Background: an optimization exercise with open tools, aiming at small area and a short achievable clock period. Do not read the settings as production practice. Function was checked by simulation only, so behaviour that the tests miss may differ from the original. Power and IR drop assume default switching activity.

Design alu_d, start of the top module:
module alu_d #(parameter N = 32)
(
  input clk, rst,
  input [1:0] inp_valid,
  input mode,
  input [3:0] cmd,
  input ce, cin,
  input [N-1:0] opa, opb,
  output reg err, g, l, e,
  output oflow, cout,
  output [(2*N-1):0] res
);
Size: ~250 flip-flops, about 150 I/O pins.
clock: 11.0 ns
lec_check: 0
abc_area: 1
cap_margin: 20
core_margin: 2
core_utilization: 40
cts_buf_list: sky130_fd_sc_hd__clkbuf_8
cts_cluster_diameter: 60
cts_cluster_size: 10
place_density: 0.6
slew_margin: 20
standard.sh (not shown) runs the stock make flow with config.mk's settings and CLKGATE_MAP_FILE= SYNTH_SCRIPT=/design/flow/synth_recipe.tcl, a recipe that flattens the netlist after the stock synthesis.
==> flow/flow/run.sh <==
#!/bin/bash
# The standard layout, with the port buffers made of a plain buffer cell
# (buf_2) instead of the delay-cell buffers buffer_ports picks by default,
# and timing repair aimed at a larger setup slack.
set -o pipefail
export BUFFER_PORTS_ARGS="-buffer_cell sky130_fd_sc_hd__buf_2"
export SETUP_SLACK_MARGIN=6
bash standard.sh > standard.log 2>&1
The first run completed with no timing, DRC or antenna violations.
Edit:
--- a/flow/flow/run.sh
+++ b/flow/flow/run.sh
@@ -3 +3 @@
-# (buf_2) instead of the delay-cell buffers buffer_ports picks by default,
+# (buf_1) instead of the delay-cell buffers buffer_ports picks by default,
@@ -6 +6 @@
-export BUFFER_PORTS_ARGS="-buffer_cell sky130_fd_sc_hd__buf_2"
+export BUFFER_PORTS_ARGS="-buffer_cell sky130_fd_sc_hd__buf_1"
--- a/flow/config.mk
+++ b/flow/config.mk
@@ -12 +12 @@
-export CTS_BUF_LIST = sky130_fd_sc_hd__clkbuf_8
+export CTS_BUF_LIST = sky130_fd_sc_hd__clkbuf_8 sky130_fd_sc_hd__clkbuf_16
Result:
- The new run went through all stages and came out clean
- flip-flop and latch count does not change
- via count stays flat
- power grows by 4.3%
- final area rises by 0.31%
- sequential share of layout area hardly moves
- count of clock-buffer cells in the layout is higher by 1
- global-route usage increases by 0.44 points
- sequential power is about the same
Edit:
--- a/flow/flow/run.sh
+++ b/flow/flow/run.sh
@@ -7 +7 @@
-export SETUP_SLACK_MARGIN=6
+export SETUP_SLACK_MARGIN=6.45
--- a/flow/config.mk
+++ b/flow/config.mk
@@ -12 +12 @@
-export CTS_BUF_LIST = sky130_fd_sc_hd__clkbuf_8 sky130_fd_sc_hd__clkbuf_16
+export CTS_BUF_LIST = sky130_fd_sc_hd__clkbuf_8
Outcome: The new run went through all stages and came out clean; clock-buffer cell count came out lower by 1; worst hold slack degrades by 0.0061 ns; worst setup slack improves by 0.14 ns; sequential power hardly moves; sequential share of layout area came out lower by 0.88 points; power came out higher by a few percent; flip-flop and latch count stays the same; global-route usage came out higher by 0.11 points; non-clock buffer count came out higher by 128.
Edit:
--- a/flow/flow/run.sh
+++ b/flow/flow/run.sh
@@ -7 +7 @@
-export SETUP_SLACK_MARGIN=6.45
+export SETUP_SLACK_MARGIN=6.3
After rerunning: The changed run produced a clean layout; synthesized area does not change; clock-buffer cell count shrinks by 1; sequential share of layout area grows by 0.63 points.
Edit:
--- a/flow/flow/run.sh
+++ b/flow/flow/run.sh
@@ -7 +7 @@
-export SETUP_SLACK_MARGIN=6.3
+export SETUP_SLACK_MARGIN=6
--- a/flow/config.mk
+++ b/flow/config.mk
@@ -14,0 +15 @@
+export GPL_ROUTABILITY_DRIVEN = 0
After rerunning: Register-to-register slack degrades by 0.32 ns. Flip-flop and latch count stays the same. Routed wire length shrinks by a few percent. Cell area shrinks by a few percent. Total power shrinks by a few percent.
Edit:
--- a/flow/flow/run.sh
+++ b/flow/flow/run.sh
@@ -7 +7 @@
-export SETUP_SLACK_MARGIN=6
+export SETUP_SLACK_MARGIN=6.15
--- a/flow/config.mk
+++ b/flow/config.mk
@@ -15 +14,0 @@
-export GPL_ROUTABILITY_DRIVEN = 0
Effect: Global-route usage goes up by 0.87 points; wire length is higher by 2.9%; hold slack improved by 0.015 ns.

========
== the previous run ==
alu_d again, from the RTL that the note above started with.
clock: 11.0 ns
lec_check: 0
abc_area: 1
cap_margin: 20
core_margin: 2
core_utilization: 40
cts_buf_list: sky130_fd_sc_hd__clkbuf_8
cts_cluster_diameter: 60
cts_cluster_size: 10
place_density: 0.6
slew_margin: 20
==> flow/flow/run.sh <==
#!/bin/bash
# The standard layout, with the port buffers made of a plain buffer cell
# (buf_1) instead of the delay-cell buffers buffer_ports picks by default,
# and timing repair aimed at a larger setup slack.
set -o pipefail
export BUFFER_PORTS_ARGS="-buffer_cell sky130_fd_sc_hd__buf_1"
export SETUP_SLACK_MARGIN=6.22
bash standard.sh > standard.log 2>&1
The previous run: no failed stages, no open violations at the end
## Diff of input files: the current run against the previous run
-- flow/flow/run.sh --
<<< the previous run, line 6
export BUFFER_PORTS_ARGS="-buffer_cell sky130_fd_sc_hd__buf_1"
export SETUP_SLACK_MARGIN=6.22
bash standard.sh > standard.log 2>&1
>>> the current run, line 6
export BUFFER_PORTS_ARGS="-buffer_cell sky130_fd_sc_hd__buf_1"
export SETUP_SLACK_MARGIN=5.85
bash standard.sh > standard.log 2>&1
The current run contains fewer vias than the previous run. Violation count after the first detailed-routing iteration: the previous run and the current run compared, higher one is the previous run. [compare] base=the previous run new=the current run: final wirelength down 2400 um, total power per unit cell area now smaller, slew at the pin closest to its max-slew limit rose by 100 ps, final critical path time including I/O delays and setup went up 240 ps. Summary: reported leakage power, the current run better than the previous run. The current run has achievable clock frequency below what the previous run had. From the previous run to the current run, clock-buffer cell count did not move at all. The current run against the previous run: total global-route track usage stayed essentially flat; number of synthesized register bits did not really move.

-- separate check: timing with driven ports --
How much do the figures lean on ideal ports? The routed layouts below were timed once more, with nothing changed but the port constraints. Step 1, drivers: a clkbuf_16 drives clk and a buf_2 each remaining input, both assumed. Step 2, shift: input delay + t, output delay - t, t = (earliest + latest rising clock arrival at the registers) / 2. This alone moves slack from input paths to output paths. Three values: no drivers, after step 1, after step 2; two values: the first two.
| run | t, ns | slack for setup (ns) | hold WS [ns] | worst setup path after step 2 | cell pins on the clock port's net |
|---|---|---|---|---|---|
| the first run of note 1 | 0.712 | 6.085 / 6.076 / 6.054 | 0.407 / 0.407 / 0.407 | input to register | 1 |
| the second run of note 1 | 0.625 | 6.080 / 6.065 / 5.894 | 0.412 / 0.412 / 0.412 | input to register | 1 |
| the third run of note 1 | 0.717 | 6.215 / 6.156 / 5.930 | 0.406 / 0.406 / 0.406 | input to register | 1 |
| the fourth run of note 1 | 0.684 | 6.301 / 6.237 / 5.878 | 0.409 / 0.409 / 0.409 | input to register | 1 |
| the fifth run of note 1 | 0.681 | 6.069 / 6.014 / 5.890 | 0.400 / 0.400 / 0.400 | input to register | 1 |
| the sixth run of note 1 | 0.675 | 6.213 / 6.173 / 5.929 | 0.415 / 0.415 / 0.415 | input to register | 1 |
| the previous run | 0.678 | 6.189 / 6.129 / 5.903 | 0.415 / 0.415 / 0.415 | input to register | 1 |
| the current run | 0.674 | 5.946 / 5.946 / 5.923 | 0.415 / 0.415 / 0.415 | input to register | 1 |
After both steps every run listed still meets setup and hold. For the fourth run of note 1, which loses most, drivers alone change the setup slack by -0.064 ns; drivers and shift together by -0.423 ns.
